What follows belongs to an exercise in optimizing a design on an open flow for small area and a short achievable clock period; a production flow would make more cautious choices.
The RTL was checked by simulation tests, not by an equivalence proof against the original design.

alpha:
==> flow/design.v <==
module calc_tile_n #(
    parameter int HI = 12,
    parameter int LO = 0
) (
    input  logic [12:0]  rem_i,    
    input  logic [9:0]   den,
    output logic [HI:LO] quo,
    output logic [12:0]  rem_o     
);
function automatic logic [11:0] borrows(input logic [10:0] a, input logic [10:0] b);
    logic [11:0] bo;
    integer j;
    bo[0] = 1'b0;
    for (j = 0; j < 11; j = j + 1)
        bo[j+1] = (~a[j] & b[j]) | ((~a[j] | b[j]) & bo[j]);
    borrows = bo;
endfunction
logic [12:0] r [LO:HI+1];
assign r[HI+1] = rem_i;
assign rem_o   = r[LO];
genvar i;
generate
    for (i = HI; i >= LO; i--) begin : g_row
        localparam int W  = 13 - i;               
        localparam int WC = (W < 11) ? W : 11;    
        logic [10:0] a, b, nb;
        logic [11:0] bo;
        logic        hi_zero;
        assign a  = 11'(r[i+1] >> i) & ((11'd1 << WC) - 11'd1);
        assign b  = {1'b0, den} & ((11'd1 << WC) - 11'd1);
        if (WC < 10) begin : g_hz
            assign hi_zero = ~|den[9:WC];
        end else begin : g_nhz
            assign hi_zero = 1'b1;
        end
        assign bo     = borrows(a, b);
        assign quo[i] = hi_zero & ~bo[WC];
        assign nb     = (a ^ ({11{quo[i]}} & (b ^ bo[10:0]))) & ((11'd1 << WC) - 11'd1);
        if (i > 0) begin : g_lo
            assign r[i] = (13'(nb) << i) | (r[i+1] & ((13'd1 << i) - 13'd1));
        end else begin : g_last
            assign r[i] = 13'(nb);
        end
    end
endgenerate
endmodule
module Layer_Decoder (
    input  logic         clk,
    input  logic         rst_n,
    input logic uLD_en_i,  
    input  logic [5:0]   layer_id_i,
    input  logic [1:0]   layer_type_i,      
    input  logic [7:0]   in_R_i, in_C_i,    
    input  logic [10:0]   in_D_i, out_K_i,   
    input  logic [1:0]   stride_i,          
    input  logic [1:0]   pad_T_i, pad_B_i, pad_L_i, pad_R_i,
    input  logic [31:0]  base_ifmap_i,
    input  logic [31:0]  base_weight_i,
    input  logic [31:0]  base_bias_i,
    input  logic [31:0]  base_ofmap_i,
    input  logic [3:0]   flags_i,          
    input  logic [7:0]   quant_scale_i,    
    output logic [5:0]   layer_id_o,
    output logic [1:0]   layer_type_o,
    output logic [7:0]   padded_R_o, padded_C_o,
    output logic [10:0]   in_D_o, out_K_o,
    output logic [1:0]   stride_o,
    output logic [1:0]   pad_T_o, pad_B_o, pad_L_o, pad_R_o,
    output logic [1:0]   kH_o, kW_o,  
    output logic [31:0]  base_ifmap_o,
    output logic [31:0]  base_weight_o,
    output logic [31:0]  base_bias_o,
    output logic [31:0]  base_ofmap_o,
    output logic [3:0]   flags_o,
    output logic [5:0]   quant_scale_o,
    output logic [31:0]  tile_n_o,
    output logic [7:0]   tile_D_o,
    output logic [7:0]   tile_K_o,
    output logic [7:0]   tile_D_f_o,
    output logic [7:0]   tile_K_f_o,
    output logic [7:0]   in_R_o,
    output logic [7:0]   in_C_o,
    output logic [7:0]   out_R_o,
    output logic [7:0]   out_C_o
);
function automatic logic [10:0] add11(input logic [10:0] x, input logic [10:0] y);
    logic [10:0] g, t, g2, t2, c;
    integer j, s;
    g = x & y;
    t = x | y;
    for (s = 1; s < 11; s = s * 2) begin
        g2 = g; t2 = t;
        for (j = 0; j < 11; j = j + 1)
            if (j >= s) begin
                g2[j] = g[j] | (t[j] & g[j-s]);
                t2[j] = t[j] & t[j-s];
            end
        g = g2; t = t2;
    end
    c = {g[9:0], 1'b0};
    add11 = x ^ (y ^ c);
endfunction
function automatic logic [7:0] div3(input logic [8:0] x);
    logic [1:0] r;
    logic [8:0] q;
    r = 2'd0;
    for (int i = 8; i >= 0; i--) begin
        q[i] = (r == 2'd2) | ((r == 2'd1) & x[i]);
        case ({r, x[i]})
            3'b001:  r = 2'd1;
            3'b010:  r = 2'd2;
            3'b100:  r = 2'd1;
            3'b101:  r = 2'd2;
            default: r = 2'd0;
        endcase
    end
    div3 = q[7:0];    
endfunction
function automatic logic [7:0] out_size(input logic [7:0] padded,
                                        input logic       k3,
                                        input logic [1:0] stride);
    logic [8:0] z;
    z = {1'b0, padded} + (k3 ? 9'd0 : 9'd2);
    case (stride)
        2'd2:    out_size = z[8:1];
        2'd3:    out_size = (z == 9'd0) ? 8'd86 : div3(z + 9'd2);
        default: out_size = 8'(z - 9'd2);
    endcase
endfunction
function automatic logic [7:0] out_size_fast(input logic [7:0] padded,
                                             input logic       k3,
                                             input logic [1:0] stride);
    logic [10:0] p11;
    p11 = {3'b000, padded};
    case (stride)
        2'd2:    out_size_fast = 8'(add11(p11, k3 ? 11'd0 : 11'd2) >> 1);
        2'd3:    out_size_fast = (k3 && padded == 8'd0) ? 8'd86
                                 : div3(9'(add11(p11, k3 ? 11'd2 : 11'd4)));
        default: out_size_fast = 8'(add11(p11, k3 ? 11'h7fe : 11'd0));
    endcase
endfunction
logic       k3_i;
logic [7:0] padded_C_i;
logic [7:0] out_C_d;
assign k3_i       = layer_type_i[0];              
assign padded_C_i = 8'(add11({3'b000, in_C_i}, {8'd0, 3'({1'b0, pad_L_i} + {1'b0, pad_R_i})}));
assign out_C_d    = out_size_fast(padded_C_i, k3_i, stride_i);
localparam int SPLIT = 8;
function automatic logic [12:0] tile_n_const(input logic [1:0] t);
    case (t)
        2'd0: tile_n_const = 13'd668;
        2'd2:  tile_n_const = 13'd2180;
        2'd3:    tile_n_const = 13'd586;
        default:    tile_n_const = 13'd0;
    endcase
endfunction
logic [9:0]        den_d;
logic [12:0]       num_d, rem_d;
logic [12:SPLIT]   quo_hi, tile_n_hi_d;
assign num_d = {add11({3'd0, out_C_d}, 11'd1635), 2'b10};
assign den_d = 10'(add11({3'd0, in_C_i}, {2'b00, out_C_d, 1'b0}));
calc_tile_n #(.HI(12), .LO(SPLIT)) calc_n_hi_u (
    .rem_i (num_d),
    .den   (den_d),
    .quo   (quo_hi),
    .rem_o (rem_d)
);
logic [12:0]       const_d;
assign const_d     = tile_n_const(layer_type_i);
assign tile_n_hi_d = (layer_type_i == 2'd1) ? quo_hi : const_d[12:SPLIT];
logic [12:SPLIT]   tile_n_hi;
logic [9:0]        den_q;
logic [12:0]       rem_q;
always_ff @(posedge clk or negedge rst_n) begin
    if (!rst_n) begin
        layer_id_o      <= 6'd0;
        layer_type_o    <= 2'd0;
        in_D_o          <= 11'd0;
        out_K_o         <= 11'd0;
        stride_o        <= 2'd0;
        pad_T_o         <= 2'd0;
        pad_B_o         <= 2'd0;
        pad_L_o         <= 2'd0;
        pad_R_o         <= 2'd0;
        base_ifmap_o    <= 32'd0;
        base_weight_o   <= 32'd0;
        base_bias_o     <= 32'd0;
        base_ofmap_o    <= 32'd0;
        flags_o         <= 4'd0;
        quant_scale_o   <= 6'd0;
        in_R_o          <= 8'd0;
        in_C_o          <= 8'd0;
        out_C_o         <= 8'd0;
        tile_n_hi       <= '0;
    end
    else if (uLD_en_i) begin
        layer_id_o      <= layer_id_i;
        layer_type_o    <= layer_type_i;
        in_D_o          <= in_D_i;
        out_K_o         <= out_K_i;
        stride_o        <= stride_i;
        pad_T_o         <= pad_T_i;
        pad_B_o         <= pad_B_i;
        pad_L_o         <= pad_L_i;
        pad_R_o         <= pad_R_i;
        base_ifmap_o    <= base_ifmap_i;
        base_weight_o   <= base_weight_i;
        base_bias_o     <= base_bias_i;
        base_ofmap_o    <= base_ofmap_i;
        flags_o         <= flags_i;
        quant_scale_o   <= quant_scale_i[5:0];
        in_R_o          <= in_R_i;
        in_C_o          <= in_C_i;
        out_C_o         <= out_C_d;
        tile_n_hi       <= tile_n_hi_d;
    end
end
always_ff @(posedge clk) begin
    if (uLD_en_i) begin
        den_q           <= den_d;
        rem_q           <= rem_d;
    end
end
logic        loaded;                  
logic        pw, dw, std, lin;
assign loaded = |stride_o;
assign pw  = loaded & (layer_type_o == 2'd0);
assign dw  = (layer_type_o == 2'd1);
assign std = (layer_type_o == 2'd2);
assign lin = (layer_type_o == 2'd3);
assign padded_R_o = in_R_o + pad_T_o + pad_B_o;
assign padded_C_o = in_C_o + pad_L_o + pad_R_o;
assign out_R_o = out_size(padded_R_o, layer_type_o[0], stride_o);
assign kH_o = {layer_type_o[0], loaded};
assign kW_o = kH_o;
assign tile_D_o   = {2'b00, pw | lin, 1'b0, dw | std, 1'b0, dw | std, 1'b0};
assign tile_K_o   = tile_D_o;
assign tile_K_f_o = tile_D_o;
assign tile_D_f_o = {2'b00, pw | lin, 1'b0, std, 1'b0, std, dw};
logic [SPLIT-1:0] quo_lo;
logic [12:0]      rem_unused;
calc_tile_n #(.HI(SPLIT-1), .LO(0)) calc_n_lo_u (
    .rem_i (rem_q),
    .den   (den_q),
    .quo   (quo_lo),
    .rem_o (rem_unused)
);
logic [12:0]      const_q;
assign const_q = tile_n_const(layer_type_o);
always_comb begin
    tile_n_o = 32'd0;
    tile_n_o[12:SPLIT] = tile_n_hi;
    if (dw)
        tile_n_o[SPLIT-1:0] = quo_lo;
    else if (loaded)
        tile_n_o[SPLIT-1:0] = const_q[SPLIT-1:0];
end
endmodule
Settings: LEC_CHECK=0, ABC_AREA=1, CAP_MARGIN=20, CORE_MARGIN=2, CORE_UTILIZATION=70, CTS_BUF_LIST=sky130_fd_sc_hd__clkbuf_8 sky130_fd_sc_hd__clkbuf_16, CTS_CLUSTER_DIAMETER=80, CTS_CLUSTER_SIZE=24, SLEW_MARGIN=20; clock period 200.0 ns.
standard.sh (not shown) runs the stock make flow with config.mk's settings and CLKGATE_MAP_FILE= SYNTH_SCRIPT=/design/flow/synth_recipe.tcl, a recipe that flattens the netlist after the stock synthesis.
==> flow/flow/run.sh <==
#!/bin/bash
# The standard layout (the standard.sh, ORFS synthesis to final), with one
# change: the buffer that global placement puts on every input and output port
# is sky130_fd_sc_hd__buf_1 instead of the cell buffer_ports picks by default.
# make's full output goes to standard.log here; ORFS keeps each step's log
# under orfs/logs.
set -euo pipefail
cd "$(dirname "$0")/.."
bash standard.sh "BUFFER_PORTS_ARGS=-buffer_cell sky130_fd_sc_hd__buf_1" finish > standard.log 2>&1
Here is what was changed in the inputs of beta compared with alpha.
--- a/flow/design.v
+++ b/flow/design.v
@@ -126,26 +126,14 @@
         2'd3:    out_size = (z == 9'd0) ? 8'd86 : div3(z + 9'd2);
         default: out_size = 8'(z - 9'd2);
     endcase
 endfunction
-function automatic logic [7:0] out_size_fast(input logic [7:0] padded,
-                                             input logic       k3,
-                                             input logic [1:0] stride);
-    logic [10:0] p11;
-    p11 = {3'b000, padded};
-    case (stride)
-        2'd2:    out_size_fast = 8'(add11(p11, k3 ? 11'd0 : 11'd2) >> 1);
-        2'd3:    out_size_fast = (k3 && padded == 8'd0) ? 8'd86
-                                 : div3(9'(add11(p11, k3 ? 11'd2 : 11'd4)));
-        default: out_size_fast = 8'(add11(p11, k3 ? 11'h7fe : 11'd0));
-    endcase
-endfunction
 logic       k3_i;
 logic [7:0] padded_C_i;
 logic [7:0] out_C_d;
 assign k3_i       = layer_type_i[0];              
 assign padded_C_i = 8'(add11({3'b000, in_C_i}, {8'd0, 3'({1'b0, pad_L_i} + {1'b0, pad_R_i})}));
-assign out_C_d    = out_size_fast(padded_C_i, k3_i, stride_i);
+assign out_C_d    = out_size(padded_C_i, k3_i, stride_i);
 localparam int SPLIT = 8;
 function automatic logic [12:0] tile_n_const(input logic [1:0] t);
     case (t)
         2'd0: tile_n_const = 13'd668;
Notes after the runs:
| sequential-to-total area share from yosys stat | beta vs alpha | ≈ equal |. [beta vs alpha] sum of met2 wire segment lengths after detailed routing: lower in beta. Of beta and alpha, the run reporting the higher synthesized area per cell was beta. Compared with alpha, beta shows share of the core filled with cells lower by 0.33 points. | post-synthesis instance area | beta vs alpha | ≈ equal |. Area added between synthesis and finish on beta is down relative to alpha. Between beta and alpha, ratio of final minimum period to clock period is higher for alpha, beta comes in under that. beta reports a lower clock insertion delay at the later pin of the skew report than alpha does. Changes observed in beta relative to alpha: routed wire length fell 4800 um, worst setup slack rose 380 ps.

## port drivers added, routing unchanged
Ports are ideal in the flow. The routed layouts listed here were re-timed in OpenROAD. Step 1: set_driving_cell puts a clkbuf_16 on clk and a buf_2 on each other input, an assumption about the parent block. Step 2 times the ports against the registers' clock, not the clock port: input delays grow and output delays shrink by t, the midpoint of the rising clock arrivals with the driver on. a / b / c = ideal / step 1 / step 2; a / b = the first two.
| run | shift t [ns] | setup slack, ns | clock arrival spread, ns |
|---|---|---|---|
| alpha | 0.530 | 149.380 / 149.331 / 149.860 | 0.023 / 0.023 |
| beta | 0.533 | 149.765 / 149.716 / 149.467 | 0.026 / 0.026 |
After both steps setup and hold are still met in every run listed. The setup slack of beta, which loses most, moves by -0.049 ns with the drivers and by -0.298 ns with both steps.
